What follows belongs to an exercise in optimizing a design on an open flow for small area and a short achievable clock period; a production flow would make more cautious choices. In this exercise RTL edits were held to simulation tests only and were not proved equivalent to the original. Power is estimated from default activity; no workload was simulated.

==> inputs of run E <==
// systolic_array_4x4
module systolic_array_4x4(
		      FDi0, FDi4, FDi8, FDi12,
		      RD0, RD1, RD2, RD3,
		      clk, rst, result_ld,
		      FDo0, FDo4, FDo8, FDo12,
		      sa_GD0, sa_GD1, sa_GD2, sa_GD3);
==> module systolic_array_4x4, before the edit <==
module systolic_array_4x4(
		      FDi0, FDi4, FDi8, FDi12,
		      RD0, RD1, RD2, RD3,
		      clk, rst, result_ld,
		      FDo0, FDo4, FDo8, FDo12,
		      sa_GD0, sa_GD1, sa_GD2, sa_GD3);
	parameter DATA_WIDTH=16;
	input [DATA_WIDTH-1:0] FDi0, FDi4, FDi8, FDi12;
	input [(2*DATA_WIDTH)-1:0] RD0, RD1, RD2, RD3;
	input clk, rst, result_ld;
	output [(2*DATA_WIDTH)-1:0] sa_GD0, sa_GD1, sa_GD2, sa_GD3;
	output [DATA_WIDTH-1:0] FDo0, FDo4, FDo8, FDo12;
	localparam S_RESET = 3'd0, S_CALC = 3'd1, S_LOAD = 3'd2, S_D1 = 3'd3,
	           S_D2 = 3'd4, S_DRAIN = 3'd5;
	reg [2:0] state;
	reg [2:0] n_state;
	always @(*) begin
		case (state)
			S_RESET: n_state = S_CALC;
			S_CALC:  n_state = result_ld ? S_LOAD : S_CALC;
			S_LOAD:  n_state = S_D1;
			S_D1:    n_state = S_D2;
			default: n_state = S_DRAIN;
		endcase
	end
	always @(posedge clk)
		if (rst) state <= S_RESET;
		else     state <= n_state;
	wire calc = (n_state == S_CALC);                   
	wire load = (state == S_CALC) && result_ld;        
	reg q3, q2, q1, q0;
	always @(posedge clk) begin
		q3 <= !rst && n_state == S_CALC;
		q2 <= !rst && n_state == S_LOAD;
		q1 <= !rst && n_state == S_D1;
		q0 <= !rst && n_state == S_D2;
	end
	wire win  = load || state == S_LOAD || state == S_D1 || state == S_D2;
	wire [31:0] RD_n [0:3];
	wire [15:0] FD_w [0:3];
	assign RD_n[0] = RD0; assign RD_n[1] = RD1; assign RD_n[2] = RD2; assign RD_n[3] = RD3;
	assign FD_w[0] = FDi0; assign FD_w[1] = FDi4; assign FD_w[2] = FDi8; assign FD_w[3] = FDi12;
	reg  [31:0] GD  [0:15];
	reg  [15:0] FDo [0:3];     
	reg  [24:0] E   [0:15];    
	reg  [31:0] S   [0:15];
	reg  [31:0] C   [0:15];
	wire [31:0] SO  [0:15];
	wire [31:0] CO  [0:15];
	wire [24:0] EF  [0:3];     
	genvar r, c;
	generate
		for (r = 0; r < 4; r = r + 1) begin : row
			pe_enc enc (.B(FD_w[r]), .E(EF[r]));
			always @(posedge clk)
				if (rst)       FDo[r] <= 0;
				else if (calc) FDo[r] <= FD_w[r];
			for (c = 0; c < 4; c = c + 1) begin : col
				localparam integer i = r*4 + c;
				wire [31:0] rd_in = (r == 0) ? RD_n[c] : GD[i-4];
				wire [24:0] e_in  = (c == 0) ? EF[r] : E[i-1];
				if (r < 3 || c < 3) begin : e_reg
					always @(posedge clk)
						if (calc && !rst) E[i] <= e_in;
						else              E[i] <= 0;
				end
				if (r < 3) begin : own
					fsm_pe mac (.A(GD[i]), .E(E[i]),
					            .S(S[i]), .C(C[i]), .SO(SO[i]), .CO(CO[i]));
				end else if (c > 0) begin : direct
					fsm_pe mac (.A(rd_in), .E(e_in),
					            .S(S[i]), .C(C[i]), .SO(SO[i]), .CO(CO[i]));
				end else begin : piped
					wire [31:0] p0, p1;
					reg  [31:0] P0, P1;
					pe_mul2 mul (.A(rd_in), .B(FD_w[r]), .P0(p0), .P1(p1));
					always @(posedge clk)
						if (rst) begin
							P0 <= 0; P1 <= 0;
						end else begin
							P0 <= p0; P1 <= p1;
						end
					pe_acc2 mac (.S(S[i]), .C(C[i]), .P0(P0), .P1(P1), .SO(SO[i]), .CO(CO[i]));
				end
				always @(posedge clk)
					if (rst) begin
						S[i] <= 0;
						C[i] <= 0;
					end else begin
						S[i] <= SO[i];
						C[i] <= CO[i];
					end
				if (r < 3) begin : gd_pass
					always @(posedge clk)
						if (rst) GD[i] <= 0;
						else     GD[i] <= rd_in;
				end else begin : gd_out
					wire [31:0] s3 = c == 0 ? SO[i] : S[i];
					wire [31:0] c3 = c == 0 ? CO[i] : C[i];
					wire [31:0] sa = ({32{q3}} & s3) | ({32{q2}} & S[i-4]) |
					                 ({32{q1}} & S[i-8]) | ({32{q0}} & S[i-12]);
					wire [31:0] ca = ({32{q3}} & c3) | ({32{q2}} & C[i-4]) |
					                 ({32{q1}} & C[i-8]) | ({32{q0}} & C[i-12]);
					wire [31:0] res;
					if (c == 0) begin : ks
						pe_cpa cpa (.a(sa), .b(ca), .y(res));
					end else begin : bk
						pe_cpa_bk cpa (.a(sa), .b(ca), .y(res));
					end
					always @(posedge clk)
						if (rst)      GD[i] <= 0;
						else if (win) GD[i] <= res;
						else          GD[i] <= rd_in;
				end
			end
		end
	endgenerate
	assign sa_GD0 = GD[12]; assign sa_GD1 = GD[13]; assign sa_GD2 = GD[14]; assign sa_GD3 = GD[15];
	assign FDo0 = FDo[0]; assign FDo4 = FDo[1]; assign FDo8 = FDo[2]; assign FDo12 = FDo[3];
endmodule
export LEC_CHECK = 0
export CAP_MARGIN = 20
export CORE_MARGIN = 2
export CORE_UTILIZATION = 55
export SETUP_SLACK_MARGIN = 3.8
export SLEW_MARGIN = 20
export SYNTH_HIERARCHICAL = 1
export SYNTH_MINIMUM_KEEP_SIZE = 0
export TNS_END_PERCENT = 0
create_clock -name core_clock -period 7.5 [get_ports {clk}]
run.sh (not shown) runs the stock make flow with config.mk's settings and CLKGATE_MAP_FILE= SYNTH_SCRIPT=/design/flow/synth_recipe.tcl, a recipe that flattens the netlist after the stock synthesis.
==> run R: changes against run E <==
--- a/flow/design.v
+++ b/flow/design.v
@@ -3836,2 +3836,7 @@
 endmodule
+module pe_ao21 (a, b, c, y);
+	input a, b, c;
+	output y;
+	assign y = (a & b) | c;
+endmodule
 module pe_ha (a, b, s, c);
@@ -3891,2 +3896,3 @@
 	end
+	wire clr3 = (state == S_RESET);
 	wire win  = load || state == S_LOAD || state == S_D1 || state == S_D2;
@@ -3930,8 +3936,5 @@
 					pe_mul2 mul (.A(rd_in), .B(FD_w[r]), .P0(p0), .P1(p1));
-					always @(posedge clk)
-						if (rst) begin
-							P0 <= 0; P1 <= 0;
-						end else begin
-							P0 <= p0; P1 <= p1;
-						end
+					always @(posedge clk) begin
+						P0 <= p0; P1 <= p1;
+					end
 					pe_acc2 mac (.S(S[i]), .C(C[i]), .P0(P0), .P1(P1), .SO(SO[i]), .CO(CO[i]));
@@ -3939,3 +3942,3 @@
 				always @(posedge clk)
-					if (rst) begin
+					if (rst || (i == 12 && clr3)) begin
 						S[i] <= 0;
@@ -3951,8 +3954,15 @@
 				end else begin : gd_out
-					wire [31:0] s3 = c == 0 ? SO[i] : S[i];
-					wire [31:0] c3 = c == 0 ? CO[i] : C[i];
-					wire [31:0] sa = ({32{q3}} & s3) | ({32{q2}} & S[i-4]) |
-					                 ({32{q1}} & S[i-8]) | ({32{q0}} & S[i-12]);
-					wire [31:0] ca = ({32{q3}} & c3) | ({32{q2}} & C[i-4]) |
-					                 ({32{q1}} & C[i-8]) | ({32{q0}} & C[i-12]);
+					wire [31:0] s_lo = ({32{q2}} & S[i-4]) | ({32{q1}} & S[i-8]) | ({32{q0}} & S[i-12]);
+					wire [31:0] c_lo = ({32{q2}} & C[i-4]) | ({32{q1}} & C[i-8]) | ({32{q0}} & C[i-12]);
+					wire [31:0] sa, ca;
+					if (c == 0) begin : late
+						genvar b;
+						for (b = 0; b < 32; b = b + 1) begin : bit_
+							pe_ao21 ms (.a(q3), .b(SO[i][b]), .c(s_lo[b]), .y(sa[b]));
+							pe_ao21 mc (.a(q3), .b(CO[i][b]), .c(c_lo[b]), .y(ca[b]));
+						end
+					end else begin : early
+						assign sa = ({32{q3}} & S[i]) | s_lo;
+						assign ca = ({32{q3}} & C[i]) | c_lo;
+					end
 					wire [31:0] res;
==> qor summary <==
Launching element type of the critical path: run R flop; run E input port
Sequential Area: run R 0.0416 mm2; run E 0.0414 mm2
WP data required: run R 8420 ps; run E 8290 ps
Final-layout clock buffer total: run R 308; run E 339
Number of stages on the worst hold path: run R 2; run E 1
Total Nets Final: run R 21300; run E 21300
Combinational group share of total power: run R 30.6%; run E 29.6%
R2R Path End: run R GD[12][27]; run E GD[12][18]
Normalized max-slew margin: run R 15.6%; run E 22.4%
Clock-cell share: run R 3.83%; run E 4.14%
Proportion of power drawn by the clock network: run R 33.7%; run E 35.5%
Number of cells on the critical path: run R 14; run E 12
Placed inst area: run R 0.208 mm2; run E 0.209 mm2
Met1 track utilization from global routing: run R 46.1%; run E 45.2%
Vias after detailed routing: run R 145000; run E 144000
Finished layout cell area: run R 0.223 mm2; run E 0.221 mm2
Cell area after synthesis: run R 0.205 mm2; run E 0.205 mm2
Fraction of the cycle the final worst path needs: run R 50.6%; run E 52.1%
Routed length on met1: run R 278000 um; run E 271000 um
Data arrival time of the critical path: run R 4720 ps; run E 4700 ps
Multi-input gate area: run R 0.155 mm2; run E 0.155 mm2
Chip Width: run R 614 um; run E 615 um
Register share of the cell area: run R 18.7%; run E 18.8%
Result of the run: run R complete, no violations; run E complete, no violations
Switching component of the power: run R 13.5 mW; run E 13.3 mW
Instance count after placement with tap cells included: run R 22100; run E 22200

========
==> inputs of run Z <==
Another version of the RTL of systolic_array_4x4 (not shown whole).
## systolic_array_4x4
module systolic_array_4x4(
		      FDi0, FDi4, FDi8, FDi12,
		      RD0, RD1, RD2, RD3,
		      clk, rst, result_ld,
		      FDo0, FDo4, FDo8, FDo12,
		      sa_GD0, sa_GD1, sa_GD2, sa_GD3);
	parameter DATA_WIDTH=16;
	input [DATA_WIDTH-1:0] FDi0, FDi4, FDi8, FDi12;
	input [(2*DATA_WIDTH)-1:0] RD0, RD1, RD2, RD3;
	input clk, rst, result_ld;
	output [(2*DATA_WIDTH)-1:0] sa_GD0, sa_GD1, sa_GD2, sa_GD3;
	output [DATA_WIDTH-1:0] FDo0, FDo4, FDo8, FDo12;
	localparam S_RESET = 3'd0, S_CALC = 3'd1, S_LOAD = 3'd2, S_D1 = 3'd3,
	           S_D2 = 3'd4, S_DRAIN = 3'd5;
	reg [2:0] state;
	reg [2:0] n_state;
	always @(*) begin
		case (state)
			S_RESET: n_state = S_CALC;
			S_CALC:  n_state = result_ld ? S_LOAD : S_CALC;
			S_LOAD:  n_state = S_D1;
			S_D1:    n_state = S_D2;
			default: n_state = S_DRAIN;
		endcase
	end
	always @(posedge clk)
		if (rst) state <= S_RESET;
		else     state <= n_state;
	wire calc  = (n_state == S_CALC);                        
	wire load  = (state == S_CALC) && result_ld;             
	wire shift = load || state == S_LOAD || state == S_D1;
	wire win   = shift || state == S_D2;
	wire sh    = shift & ~rst;
	wire ac    = ~shift & ~rst;
	wire [31:0] RD_n [0:3];
	wire [15:0] FD_w [0:3];
	assign RD_n[0] = RD0; assign RD_n[1] = RD1; assign RD_n[2] = RD2; assign RD_n[3] = RD3;
	assign FD_w[0] = FDi0; assign FD_w[1] = FDi4; assign FD_w[2] = FDi8; assign FD_w[3] = FDi12;
  ...
clock: 7.5 ns
lec_check: 0
cap_margin: 20
core_margin: 2
core_utilization: 66
cts_buf_list: sky130_fd_sc_hd__clkbuf_4 sky130_fd_sc_hd__clkbuf_8
place_density: 0.74
setup_slack_margin: 3.8
slew_margin: 20
synth_hierarchical: 1
synth_minimum_keep_size: 0
tns_end_percent: 0
==> inputs of run P, as changes to run Z <==
--- a/flow/config.mk
+++ b/flow/config.mk
@@ -8,7 +8,6 @@
 export CAP_MARGIN = 20
 export CORE_MARGIN = 2
-export CORE_UTILIZATION = 66
+export CORE_UTILIZATION = 55
 export CTS_BUF_LIST = sky130_fd_sc_hd__clkbuf_4 sky130_fd_sc_hd__clkbuf_8
-export PLACE_DENSITY = 0.74
 export SETUP_SLACK_MARGIN = 3.8
 export SLEW_MARGIN = 20
==> flow_summary.yaml <==
drt:
  dr_wl_met3_um: 82300
  drt_iter0_drc: 19200
global_routing:
  grt_util_all_layers_pct: 45.5
  grt_max_degree: 199
status:
  outcome: "no timing/DRC/antenna violations"
setup_path:
  reg2reg_from: "GD[9][11]$_SDFF_PP0_"
  cpLargestDelayFamily: "adder cells"
power_and_ir_drop:
  internal_power_mw: 33.8
  pg_comb_mw: 34.6
clock_tree:
  clk_latency_ns: 1.15
sta:
  holdWs_ns: 0.481
the above is filed under run Z

==> flow_summary.yaml <==
setup_path:
  cp-end-kind: "register"
  cpLargestDelayFamily: "compound AO/OA/AOI/OAI gates"
global_routing:
  grt_max_degree: 198
  grt_util_all_layers_pct: 39.2
synth:
  ys_seq_area_share_pct: 17.5
  syn_area_um2: 198000
  synthFlopType: "dfxtp_1"
power_and_ir_drop:
  pg_comb_mw: 34.4
  internal_power_mw: 34.0
finish:
  nClkBuffers: 467
status:
  outcome: "no timing/DRC/antenna violations"
floorplanning:
  pin_count: 387
drt:
  drt_iter0_drc: 15500
sta:
  holdWs_ns: 0.488
clock_tree:
  clk_latency_ns: 1.18
the above is filed under run P

what the ideal ports hide:
The results above use ideal ports. As a check the final layouts listed here were re-extracted and re-timed, cells and wires unchanged.
Step 1, drivers: a clkbuf_16 drives clk and a buf_2 each remaining input, both assumed.
Step 2 moves the port delays by t, midway between the first and last clock arrival at a register: inputs arrive t later, outputs are due t later. That takes back most of the time a late clock gives input paths.
Slacks: no drivers / after step 1 / after step 2; pairs: no drivers / after step 1.
run | shift t [ns] | slack for setup (ns) | worst setup path at the end | worst register clock-pin slew, ns | pins driven straight from the clock port
run E | 1.027 | 3.595 / 3.537 / 2.626 | input to register | 0.07 / 0.07 | 1
run R | 1.099 | 3.703 / 3.702 / 2.737 | input to register | 0.07 / 0.07 | 1
run Z | 1.226 | 3.328 / 3.298 / 2.128 | input to register | 0.08 / 0.08 | 1
run P | 1.258 | 3.359 / 3.297 / 2.039 | input to register | 0.08 / 0.08 | 1
After both steps setup and hold are still met in every run listed. For run P, which loses most, drivers alone change the setup slack by -0.062 ns; drivers and shift together by -1.320 ns.
